From an optimization exercise on the open Yosys and OpenROAD flow, aimed at small area; shortcuts taken in it are not production practice.
Where RTL was checked, it was by simulation tests only, not by an equivalence proof against the original.

==> v37 <==
==> flow/design.v (excerpt) <==
module alu16(clk, rst, a, b, ctrl, res, R15);
	input clk, rst;
	input [15:0] a, b;
	input [3:0] ctrl;
	output reg [15:0] res;
	output reg [15:0] R15;
	wire [15:0] sum, quo, rem;
	wire [31:0] pn;
	reg [15:0] res_d, R15_d;
	ALU u_alu(.a(a), .b(b), .ctrl(ctrl), .sum(sum), .pn(pn), .quo(quo), .rem(rem));
	always @(*) begin
		res_d = res;
		R15_d = R15;
		case (ctrl)
			4'd0, 4'd1: res_d = sum;
			4'd2: {R15_d, res_d} = ~pn;
			4'd3: begin res_d = quo; R15_d = rem; end
			4'd4: res_d = a & b;
			4'd5: res_d = a | b;
			default: ;
		endcase
	end
	always @(posedge clk, negedge rst) begin
		if (~rst) begin
			res <= 16'h0000;
			R15 <= 16'h0000;
		end
		else begin
			res <= res_d;
			R15 <= R15_d;
		end
	end
endmodule
==> flow/config.mk <==
export PLATFORM = sky130hd
export DESIGN_NAME = alu16
export DESIGN_NICKNAME = alu16
export VERILOG_FILES = /design/flow/design.v
export SDC_FILE = /design/flow/constraint.sdc
export NUM_CORES = 4
export LEC_CHECK = 0
export CAP_MARGIN = 20
export CORE_MARGIN = 2
export CORE_UTILIZATION = 40
export SLEW_MARGIN = 20
export SYNTH_HIERARCHICAL = 1
export SYNTH_MINIMUM_KEEP_SIZE = 0
==> flow/constraint.sdc <==
create_clock -name core_clock -period 40.0 [get_ports {clk}]
set_input_delay 8.0000 -clock core_clock [delete_from_list [all_inputs] [get_ports {clk}]]
set_output_delay 8.0000 -clock core_clock [all_outputs]
set_load 0.01 [all_outputs]
standard.sh (not shown) runs the stock make flow with config.mk's settings and CLKGATE_MAP_FILE= SYNTH_SCRIPT=/design/flow/synth_recipe.tcl, a recipe that flattens the netlist after the stock synthesis.
==> flow/flow/run.sh <==
#!/bin/bash
cp standard.sh standard_sh_copy.txt
export BUFFER_PORTS_ARGS="-buffer_cell sky130_fd_sc_hd__buf_1"
bash standard.sh > standard.log 2>&1
==> v19 (differences from v37) <==
--- a/flow/design.v
+++ b/flow/design.v
@@ -867,10 +867,46 @@
 module qfix (q0, o, s, qj, y);
 	input q0, o, s, qj;
 	output y;
 	assign y = qj ^ (s & (q0 | o));
 endmodule
+module dabs16 (x, y);
+	input [15:0] x;
+	output [15:0] y;
+	genvar g;
+	generate
+		for (g = 0; g < 16; g = g + 1) begin : m
+			if (g == 0) begin : m0
+				assign y[0] = x[0];
+			end else begin : mn
+				assign y[g] = x[g] ^ (x[15] & (|x[g-1:0]));
+			end
+		end
+	endgenerate
+endmodule
+module dzero (b, z);
+	input [15:0] b;
+	output [16:0] z;
+	assign z[16] = 1'b1;
+	assign z[0] = ~(|b);
+	genvar g;
+	generate
+		for (g = 1; g < 16; g = g + 1) begin : zz
+			assign z[g] = b[15] ? ((&b[15:g]) & (|b[g-1:0])) : ~(|b[15:g]);
+		end
+	endgenerate
+endmodule
+module dq_e (p, g, c, z, q);
+	input p, g, c, z;
+	output q;
+	assign q = (g | c) & p & z;
+endmodule
+module dq_o (pn, gn, cn, zn, q);
+	input pn, gn, cn, zn;
+	output q;
+	assign q = ~(pn | (gn & cn) | zn);
+endmodule
 module dmux (s, a1n, a0n, y);
 	input s, a1n, a0n;
 	output y;
 	assign y = ~(s ? a1n : a0n);
 endmodule
@@ -883,57 +919,40 @@
 	input [15:0] a, b;
 	output [15:0] quo, rem;
 	wire sa = a[15];
 	wire sb = b[15];
 	wire [15:0] A, D, nD;
-	genvar g;
-	generate
-		for (g = 0; g < 16; g = g + 1) begin : mag
-			if (g == 0) begin : m0
-				assign A[0] = a[0];
-				assign D[0] = b[0];
-			end else begin : mn
-				assign A[g] = a[g] ^ (sa & (|a[g-1:0]));
-				assign D[g] = b[g] ^ (sb & (|b[g-1:0]));
-			end
-		end
-	endgenerate
-	assign nD = ~D;
 	wire [16:0] z;
-	assign z[16] = 1'b1;
-	assign z[0] = ~(|b);
-	generate
-		for (g = 1; g < 16; g = g + 1) begin : zz
-			assign z[g] = sb ? ((&b[15:g]) & (|b[g-1:0])) : ~(|b[15:g]);
-		end
-	endgenerate
+	dabs16 u_absa (.x(a), .y(A));
+	dabs16 u_absb (.x(b), .y(D));
+	assign nD = ~D;
+	dzero u_z (.b(b), .z(z));
+	genvar g;
 	wire [15:0] q;
 	wire r15c1 = ~(A[15] | nD[0]);
 	assign q[15] = ~r15c1 & z[1];
 	wire r15r0;
 	dmux um15 (.s(q[15]), .a1n(~(A[15] ^ D[0])), .a0n(~A[15]), .y(r15r0));
 	wire r14c1 = ~(A[14] | nD[0]);
 	wire r14a1, r14b1, r14c2, r14r1, r14a1x;
 	dpg_o ug14_1 (.p(r15r0), .nd(nD[1]), .pn(r14a1), .gn(r14b1));
-	dcy_o uc14_1 (.pn(r14a1), .gn(r14b1), .cn(r14c1), .c(r14c2));
+	dq_o uq14 (.pn(r14a1), .gn(r14b1), .cn(r14c1), .zn(~z[2]), .q(q[14]));
 	dx_o ux14_1 (.pn(r14a1), .gn(r14b1), .xn(r14a1x));
 	dsel_o us14_1 (.xn(r14a1x), .cn(r14c1), .q(q[14]), .p(r15r0), .rn(r14r1));
-	assign q[14] = r14c2 & z[2];
 	wire r14r0;
 	dmux um14 (.s(q[14]), .a1n(~(A[14] ^ D[0])), .a0n(~A[14]), .y(r14r0));
 	wire r13c1 = ~(A[13] | nD[0]);
 	wire r13a1, r13b1, r13c2, r13r1, r13a1x;
 	dpg_o ug13_1 (.p(r14r0), .nd(nD[1]), .pn(r13a1), .gn(r13b1));
 	dcy_o uc13_1 (.pn(r13a1), .gn(r13b1), .cn(r13c1), .c(r13c2));
 	dx_o ux13_1 (.pn(r13a1), .gn(r13b1), .xn(r13a1x));
 	dsel_o us13_1 (.xn(r13a1x), .cn(r13c1), .q(q[13]), .p(r14r0), .rn(r13r1));
 	wire r13a2, r13b2, r13c3, r13r2, r13a2x;
 	dpg_e ug13_2 (.pn(r14r1), .d(D[2]), .p(r13a2), .g(r13b2));
-	dcy_e uc13_2 (.p(r13a2), .g(r13b2), .c(r13c2), .cn(r13c3));
+	dq_e uq13 (.p(r13a2), .g(r13b2), .c(r13c2), .z(z[3]), .q(q[13]));
 	dx_e ux13_2 (.p(r13a2), .g(r13b2), .xn(r13a2x));
 	dsel_e us13_2 (.xn(r13a2x), .c(r13c2), .q(q[13]), .pn(r14r1), .r(r13r2));
-	assign q[13] = ~r13c3 & z[3];
 	wire r13r0;
 	dmux um13 (.s(q[13]), .a1n(~(A[13] ^ D[0])), .a0n(~A[13]), .y(r13r0));
 	wire r12c1 = ~(A[12] | nD[0]);
 	wire r12a1, r12b1, r12c2, r12r1, r12a1x;
 	dpg_o ug12_1 (.p(r13r0), .nd(nD[1]), .pn(r12a1), .gn(r12b1));
@@ -945,14 +964,13 @@
 	dcy_e uc12_2 (.p(r12a2), .g(r12b2), .c(r12c2), .cn(r12c3));
 	dx_e ux12_2 (.p(r12a2), .g(r12b2), .xn(r12a2x));
 	dsel_e us12_2 (.xn(r12a2x), .c(r12c2), .q(q[12]), .pn(r13r1), .r(r12r2));
 	wire r12a3, r12b3, r12c4, r12r3, r12a3x;
 	dpg_o ug12_3 (.p(r13r2), .nd(nD[3]), .pn(r12a3), .gn(r12b3));
-	dcy_o uc12_3 (.pn(r12a3), .gn(r12b3), .cn(r12c3), .c(r12c4));
+	dq_o uq12 (.pn(r12a3), .gn(r12b3), .cn(r12c3), .zn(~z[4]), .q(q[12]));
 	dx_o ux12_3 (.pn(r12a3), .gn(r12b3), .xn(r12a3x));
 	dsel_o us12_3 (.xn(r12a3x), .cn(r12c3), .q(q[12]), .p(r13r2), .rn(r12r3));
-	assign q[12] = r12c4 & z[4];
 	wire r12r0;
 	dmux um12 (.s(q[12]), .a1n(~(A[12] ^ D[0])), .a0n(~A[12]), .y(r12r0));
 	wire r11c1 = ~(A[11] | nD[0]);
 	wire r11a1, r11b1, r11c2, r11r1, r11a1x;
 	dpg_o ug11_1 (.p(r12r0), .nd(nD[1]), .pn(r11a1), .gn(r11b1));
@@ -969,14 +987,13 @@
 	dcy_o uc11_3 (.pn(r11a3), .gn(r11b3), .cn(r11c3), .c(r11c4));
 	dx_o ux11_3 (.pn(r11a3), .gn(r11b3), .xn(r11a3x));
 	dsel_o us11_3 (.xn(r11a3x), .cn(r11c3), .q(q[11]), .p(r12r2), .rn(r11r3));
 	wire r11a4, r11b4, r11c5, r11r4, r11a4x;
 	dpg_e ug11_4 (.pn(r12r3), .d(D[4]), .p(r11a4), .g(r11b4));
-	dcy_e uc11_4 (.p(r11a4), .g(r11b4), .c(r11c4), .cn(r11c5));
+	dq_e uq11 (.p(r11a4), .g(r11b4), .c(r11c4), .z(z[5]), .q(q[11]));
 	dx_e ux11_4 (.p(r11a4), .g(r11b4), .xn(r11a4x));
 	dsel_e us11_4 (.xn(r11a4x), .c(r11c4), .q(q[11]), .pn(r12r3), .r(r11r4));
-	assign q[11] = ~r11c5 & z[5];
 	wire r11r0;
 	dmux um11 (.s(q[11]), .a1n(~(A[11] ^ D[0])), .a0n(~A[11]), .y(r11r0));
 	wire r10c1 = ~(A[10] | nD[0]);
 	wire r10a1, r10b1, r10c2, r10r1, r10a1x;
 	dpg_o ug10_1 (.p(r11r0), .nd(nD[1]), .pn(r10a1), .gn(r10b1));
@@ -998,14 +1015,13 @@
 	dcy_e uc10_4 (.p(r10a4), .g(r10b4), .c(r10c4), .cn(r10c5));
 	dx_e ux10_4 (.p(r10a4), .g(r10b4), .xn(r10a4x));
 	dsel_e us10_4 (.xn(r10a4x), .c(r10c4), .q(q[10]), .pn(r11r3), .r(r10r4));
 	wire r10a5, r10b5, r10c6, r10r5, r10a5x;
 	dpg_o ug10_5 (.p(r11r4), .nd(nD[5]), .pn(r10a5), .gn(r10b5));
-	dcy_o uc10_5 (.pn(r10a5), .gn(r10b5), .cn(r10c5), .c(r10c6));
+	dq_o uq10 (.pn(r10a5), .gn(r10b5), .cn(r10c5), .zn(~z[6]), .q(q[10]));
 	dx_o ux10_5 (.pn(r10a5), .gn(r10b5), .xn(r10a5x));
 	dsel_o us10_5 (.xn(r10a5x), .cn(r10c5), .q(q[10]), .p(r11r4), .rn(r10r5));
-	assign q[10] = r10c6 & z[6];
 	wire r10r0;
 	dmux um10 (.s(q[10]), .a1n(~(A[10] ^ D[0])), .a0n(~A[10]), .y(r10r0));
 	wire r9c1 = ~(A[9] | nD[0]);
 	wire r9a1, r9b1, r9c2, r9r1, r9a1x;
 	dpg_o ug9_1 (.p(r10r0), .nd(nD[1]), .pn(r9a1), .gn(r9b1));
@@ -1032,14 +1048,13 @@
 	dcy_o uc9_5 (.pn(r9a5), .gn(r9b5), .cn(r9c5), .c(r9c6));
 	dx_o ux9_5 (.pn(r9a5), .gn(r9b5), .xn(r9a5x));
 	dsel_o us9_5 (.xn(r9a5x), .cn(r9c5), .q(q[9]), .p(r10r4), .rn(r9r5));
 	wire r9a6, r9b6, r9c7, r9r6, r9a6x;
 	dpg_e ug9_6 (.pn(r10r5), .d(D[6]), .p(r9a6), .g(r9b6));
-	dcy_e uc9_6 (.p(r9a6), .g(r9b6), .c(r9c6), .cn(r9c7));
+	dq_e uq9 (.p(r9a6), .g(r9b6), .c(r9c6), .z(z[7]), .q(q[9]));
 	dx_e ux9_6 (.p(r9a6), .g(r9b6), .xn(r9a6x));
 	dsel_e us9_6 (.xn(r9a6x), .c(r9c6), .q(q[9]), .pn(r10r5), .r(r9r6));
-	assign q[9] = ~r9c7 & z[7];
 	wire r9r0;
 	dmux um9 (.s(q[9]), .a1n(~(A[9] ^ D[0])), .a0n(~A[9]), .y(r9r0));
 	wire r8c1 = ~(A[8] | nD[0]);
 	wire r8a1, r8b1, r8c2, r8r1, r8a1x;
 	dpg_o ug8_1 (.p(r9r0), .nd(nD[1]), .pn(r8a1), .gn(r8b1));
@@ -1071,14 +1086,13 @@
 	dcy_e uc8_6 (.p(r8a6), .g(r8b6), .c(r8c6), .cn(r8c7));
 	dx_e ux8_6 (.p(r8a6), .g(r8b6), .xn(r8a6x));
 	dsel_e us8_6 (.xn(r8a6x), .c(r8c6), .q(q[8]), .pn(r9r5), .r(r8r6));
 	wire r8a7, r8b7, r8c8, r8r7, r8a7x;
 	dpg_o ug8_7 (.p(r9r6), .nd(nD[7]), .pn(r8a7), .gn(r8b7));
-	dcy_o uc8_7 (.pn(r8a7), .gn(r8b7), .cn(r8c7), .c(r8c8));
+	dq_o uq8 (.pn(r8a7), .gn(r8b7), .cn(r8c7), .zn(~z[8]), .q(q[8]));
 	dx_o ux8_7 (.pn(r8a7), .gn(r8b7), .xn(r8a7x));
 	dsel_o us8_7 (.xn(r8a7x), .cn(r8c7), .q(q[8]), .p(r9r6), .rn(r8r7));
-	assign q[8] = r8c8 & z[8];
 	wire r8r0;
 	dmux um8 (.s(q[8]), .a1n(~(A[8] ^ D[0])), .a0n(~A[8]), .y(r8r0));
 	wire r7c1 = ~(A[7] | nD[0]);
 	wire r7a1, r7b1, r7c2, r7r1, r7a1x;
 	dpg_o ug7_1 (.p(r8r0), .nd(nD[1]), .pn(r7a1), .gn(r7b1));
@@ -1115,14 +1129,13 @@
 	dcy_o uc7_7 (.pn(r7a7), .gn(r7b7), .cn(r7c7), .c(r7c8));
 	dx_o ux7_7 (.pn(r7a7), .gn(r7b7), .xn(r7a7x));
 	dsel_o us7_7 (.xn(r7a7x), .cn(r7c7), .q(q[7]), .p(r8r6), .rn(r7r7));
 	wire r7a8, r7b8, r7c9, r7r8, r7a8x;
 	dpg_e ug7_8 (.pn(r8r7), .d(D[8]), .p(r7a8), .g(r7b8));
-	dcy_e uc7_8 (.p(r7a8), .g(r7b8), .c(r7c8), .cn(r7c9));
+	dq_e uq7 (.p(r7a8), .g(r7b8), .c(r7c8), .z(z[9]), .q(q[7]));
 	dx_e ux7_8 (.p(r7a8), .g(r7b8), .xn(r7a8x));
 	dsel_e us7_8 (.xn(r7a8x), .c(r7c8), .q(q[7]), .pn(r8r7), .r(r7r8));
-	assign q[7] = ~r7c9 & z[9];
 	wire r7r0;
 	dmux um7 (.s(q[7]), .a1n(~(A[7] ^ D[0])), .a0n(~A[7]), .y(r7r0));
 	wire r6c1 = ~(A[6] | nD[0]);
 	wire r6a1, r6b1, r6c2, r6r1, r6a1x;
 	dpg_o ug6_1 (.p(r7r0), .nd(nD[1]), .pn(r6a1), .gn(r6b1));
@@ -1164,14 +1177,13 @@
 	dcy_e uc6_8 (.p(r6a8), .g(r6b8), .c(r6c8), .cn(r6c9));
 	dx_e ux6_8 (.p(r6a8), .g(r6b8), .xn(r6a8x));
 	dsel_e us6_8 (.xn(r6a8x), .c(r6c8), .q(q[6]), .pn(r7r7), .r(r6r8));
 	wire r6a9, r6b9, r6c10, r6r9, r6a9x;
 	dpg_o ug6_9 (.p(r7r8), .nd(nD[9]), .pn(r6a9), .gn(r6b9));
-	dcy_o uc6_9 (.pn(r6a9), .gn(r6b9), .cn(r6c9), .c(r6c10));
+	dq_o uq6 (.pn(r6a9), .gn(r6b9), .cn(r6c9), .zn(~z[10]), .q(q[6]));
 	dx_o ux6_9 (.pn(r6a9), .gn(r6b9), .xn(r6a9x));
 	dsel_o us6_9 (.xn(r6a9x), .cn(r6c9), .q(q[6]), .p(r7r8), .rn(r6r9));
-	assign q[6] = r6c10 & z[10];
 	wire r6r0;
 	dmux um6 (.s(q[6]), .a1n(~(A[6] ^ D[0])), .a0n(~A[6]), .y(r6r0));
 	wire r5c1 = ~(A[5] | nD[0]);
 	wire r5a1, r5b1, r5c2, r5r1, r5a1x;
 	dpg_o ug5_1 (.p(r6r0), .nd(nD[1]), .pn(r5a1), .gn(r5b1));
@@ -1218,14 +1230,13 @@
 	dcy_o uc5_9 (.pn(r5a9), .gn(r5b9), .cn(r5c9), .c(r5c10));
 	dx_o ux5_9 (.pn(r5a9), .gn(r5b9), .xn(r5a9x));
 	dsel_o us5_9 (.xn(r5a9x), .cn(r5c9), .q(q[5]), .p(r6r8), .rn(r5r9));
 	wire r5a10, r5b10, r5c11, r5r10, r5a10x;
 	dpg_e ug5_10 (.pn(r6r9), .d(D[10]), .p(r5a10), .g(r5b10));
-	dcy_e uc5_10 (.p(r5a10), .g(r5b10), .c(r5c10), .cn(r5c11));
+	dq_e uq5 (.p(r5a10), .g(r5b10), .c(r5c10), .z(z[11]), .q(q[5]));
 	dx_e ux5_10 (.p(r5a10), .g(r5b10), .xn(r5a10x));
 	dsel_e us5_10 (.xn(r5a10x), .c(r5c10), .q(q[5]), .pn(r6r9), .r(r5r10));
-	assign q[5] = ~r5c11 & z[11];
 	wire r5r0;
 	dmux um5 (.s(q[5]), .a1n(~(A[5] ^ D[0])), .a0n(~A[5]), .y(r5r0));
 	wire r4c1 = ~(A[4] | nD[0]);
 	wire r4a1, r4b1, r4c2, r4r1, r4a1x;
 	dpg_o ug4_1 (.p(r5r0), .nd(nD[1]), .pn(r4a1), .gn(r4b1));
@@ -1277,14 +1288,13 @@
 	dcy_e uc4_10 (.p(r4a10), .g(r4b10), .c(r4c10), .cn(r4c11));
 	dx_e ux4_10 (.p(r4a10), .g(r4b10), .xn(r4a10x));
 	dsel_e us4_10 (.xn(r4a10x), .c(r4c10), .q(q[4]), .pn(r5r9), .r(r4r10));
 	wire r4a11, r4b11, r4c12, r4r11, r4a11x;
 	dpg_o ug4_11 (.p(r5r10), .nd(nD[11]), .pn(r4a11), .gn(r4b11));
-	dcy_o uc4_11 (.pn(r4a11), .gn(r4b11), .cn(r4c11), .c(r4c12));
+	dq_o uq4 (.pn(r4a11), .gn(r4b11), .cn(r4c11), .zn(~z[12]), .q(q[4]));
 	dx_o ux4_11 (.pn(r4a11), .gn(r4b11), .xn(r4a11x));
 	dsel_o us4_11 (.xn(r4a11x), .cn(r4c11), .q(q[4]), .p(r5r10), .rn(r4r11));
-	assign q[4] = r4c12 & z[12];
 	wire r4r0;
 	dmux um4 (.s(q[4]), .a1n(~(A[4] ^ D[0])), .a0n(~A[4]), .y(r4r0));
 	wire r3c1 = ~(A[3] | nD[0]);
 	wire r3a1, r3b1, r3c2, r3r1, r3a1x;
 	dpg_o ug3_1 (.p(r4r0), .nd(nD[1]), .pn(r3a1), .gn(r3b1));
@@ -1341,14 +1351,13 @@
 	dcy_o uc3_11 (.pn(r3a11), .gn(r3b11), .cn(r3c11), .c(r3c12));
 	dx_o ux3_11 (.pn(r3a11), .gn(r3b11), .xn(r3a11x));
 	dsel_o us3_11 (.xn(r3a11x), .cn(r3c11), .q(q[3]), .p(r4r10), .rn(r3r11));
 	wire r3a12, r3b12, r3c13, r3r12, r3a12x;
 	dpg_e ug3_12 (.pn(r4r11), .d(D[12]), .p(r3a12), .g(r3b12));
-	dcy_e uc3_12 (.p(r3a12), .g(r3b12), .c(r3c12), .cn(r3c13));
+	dq_e uq3 (.p(r3a12), .g(r3b12), .c(r3c12), .z(z[13]), .q(q[3]));
 	dx_e ux3_12 (.p(r3a12), .g(r3b12), .xn(r3a12x));
 	dsel_e us3_12 (.xn(r3a12x), .c(r3c12), .q(q[3]), .pn(r4r11), .r(r3r12));
-	assign q[3] = ~r3c13 & z[13];
 	wire r3r0;
 	dmux um3 (.s(q[3]), .a1n(~(A[3] ^ D[0])), .a0n(~A[3]), .y(r3r0));
 	wire r2c1 = ~(A[2] | nD[0]);
 	wire r2a1, r2b1, r2c2, r2r1, r2a1x;
 	dpg_o ug2_1 (.p(r3r0), .nd(nD[1]), .pn(r2a1), .gn(r2b1));
@@ -1410,14 +1419,13 @@
 	dcy_e uc2_12 (.p(r2a12), .g(r2b12), .c(r2c12), .cn(r2c13));
 	dx_e ux2_12 (.p(r2a12), .g(r2b12), .xn(r2a12x));
 	dsel_e us2_12 (.xn(r2a12x), .c(r2c12), .q(q[2]), .pn(r3r11), .r(r2r12));
 	wire r2a13, r2b13, r2c14, r2r13, r2a13x;
 	dpg_o ug2_13 (.p(r3r12), .nd(nD[13]), .pn(r2a13), .gn(r2b13));
-	dcy_o uc2_13 (.pn(r2a13), .gn(r2b13), .cn(r2c13), .c(r2c14));
+	dq_o uq2 (.pn(r2a13), .gn(r2b13), .cn(r2c13), .zn(~z[14]), .q(q[2]));
 	dx_o ux2_13 (.pn(r2a13), .gn(r2b13), .xn(r2a13x));
 	dsel_o us2_13 (.xn(r2a13x), .cn(r2c13), .q(q[2]), .p(r3r12), .rn(r2r13));
-	assign q[2] = r2c14 & z[14];
 	wire r2r0;
 	dmux um2 (.s(q[2]), .a1n(~(A[2] ^ D[0])), .a0n(~A[2]), .y(r2r0));
 	wire r1c1 = ~(A[1] | nD[0]);
 	wire r1a1, r1b1, r1c2, r1r1, r1a1x;
 	dpg_o ug1_1 (.p(r2r0), .nd(nD[1]), .pn(r1a1), .gn(r1b1));
@@ -1484,14 +1492,13 @@
 	dcy_o uc1_13 (.pn(r1a13), .gn(r1b13), .cn(r1c13), .c(r1c14));
 	dx_o ux1_13 (.pn(r1a13), .gn(r1b13), .xn(r1a13x));
 	dsel_o us1_13 (.xn(r1a13x), .cn(r1c13), .q(q[1]), .p(r2r12), .rn(r1r13));
 	wire r1a14, r1b14, r1c15, r1r14, r1a14x;
 	dpg_e ug1_14 (.pn(r2r13), .d(D[14]), .p(r1a14), .g(r1b14));
-	dcy_e uc1_14 (.p(r1a14), .g(r1b14), .c(r1c14), .cn(r1c15));
+	dq_e uq1 (.p(r1a14), .g(r1b14), .c(r1c14), .z(z[15]), .q(q[1]));
 	dx_e ux1_14 (.p(r1a14), .g(r1b14), .xn(r1a14x));
 	dsel_e us1_14 (.xn(r1a14x), .c(r1c14), .q(q[1]), .pn(r2r13), .r(r1r14));
-	assign q[1] = ~r1c15 & z[15];
 	wire r1r0;
 	dmux um1 (.s(q[1]), .a1n(~(A[1] ^ D[0])), .a0n(~A[1]), .y(r1r0));
 	wire r0c1 = ~(A[0] | nD[0]);
 	wire r0a1, r0b1, r0c2, r0r1, r0a1x;
 	dpg_o ug0_1 (.p(r1r0), .nd(nD[1]), .pn(r0a1), .gn(r0b1));
@@ -1563,14 +1570,13 @@
 	dcy_e uc0_14 (.p(r0a14), .g(r0b14), .c(r0c14), .cn(r0c15));
 	dx_e ux0_14 (.p(r0a14), .g(r0b14), .xn(r0a14x));
 	dsum_e us0_14 (.xn(r0a14x), .c(r0c14), .t(r0r14));
 	wire r0a15, r0b15, r0c16, r0r15, r0a15x;
 	dpg_o ug0_15 (.p(r1r14), .nd(nD[15]), .pn(r0a15), .gn(r0b15));
-	dcy_o uc0_15 (.pn(r0a15), .gn(r0b15), .cn(r0c15), .c(r0c16));
+	dq_o uq0 (.pn(r0a15), .gn(r0b15), .cn(r0c15), .zn(~z[16]), .q(q[0]));
 	dx_o ux0_15 (.pn(r0a15), .gn(r0b15), .xn(r0a15x));
 	dsum_o us0_15 (.xn(r0a15x), .cn(r0c15), .t(r0r15));
-	assign q[0] = r0c16 & z[16];
 	wire [15:0] T = {r0r15, r0r14, r0r13, r0r12, r0r11, r0r10, r0r9, r0r8, r0r7, r0r6, r0r5, r0r4, r0r3, r0r2, r0r1, (A[0] ^ D[0])};
 	wire [15:0] Pt = {r1r14, ~r1r13, r1r12, ~r1r11, r1r10, ~r1r9, r1r8, ~r1r7, r1r6, ~r1r5, r1r4, ~r1r3, r1r2, ~r1r1, r1r0, A[0]};
 	wire [15:0] RT, RP;
 	assign RT[0] = T[0];
 	assign RP[0] = Pt[0];
==> comparison table <==
|  | v37 | v19 |
|---|---|---|
| Status | timing/DRC/antenna clean | timing/DRC/antenna clean |
| Fraction of the mapped netlist area in compound gates | 0.176 | 0.183 |
| Multi-Input Combinational | 1689 | 1678 |
| Share of the synthesized area in the top cell type | 0.180 | 0.180 |
| Final Non-Filler Cells | 2464 | 2446 |
| Post-synthesis share of cell area spent on and, or, nand and nor gates | 0.192 | 0.186 |
| Arrival time reported for the critical path endpoint | 38.31 ns | 38.24 ns |
| First-iteration detailed-routing DRC count | 1230 | 1005 |
| Logic depth of the worst setup path including buffers | 190 | 164 |
| Startpoint of the most critical setup path | a[0] | b[8] |
| Routed len/inst | 19.5 um | 20.1 um |
| Detailed-routed wire length on met3 | 3010 um | 3130 um |
| Pre-CTS WS | -0.809 ns | -0.427 ns |
Only the layout flow was run in v19; the RTL was not checked for function there.

[re-timing with driven ports]
The flow's constraints put no driver on any port. The routed layouts listed below were extracted and timed again, unchanged, in two steps.
Step 1: set_driving_cell puts a clkbuf_16 on clk and a buf_2 on each other input, an assumption about the parent block.
Step 2, shift: input delay + t, output delay - t, t = (earliest + latest rising clock arrival at the registers) / 2. This alone moves slack from input paths to output paths.
Slacks: ideal ports / drivers / drivers and shift; pairs: ideal ports / drivers.
run	t, ns	setup WS [ns]	worst hold slack (ns)	pins driven straight from the clock port
v37	0.336	1.862 / 1.879 / 1.543	0.475 / 0.475 / 0.475	1
v19	0.338	1.973 / 1.990 / 1.652	0.488 / 0.488 / 0.488	1
After both steps every run listed still meets setup and hold. The setup slack of v19, which loses most, moves by +0.017 ns with the drivers and by -0.321 ns with both steps.
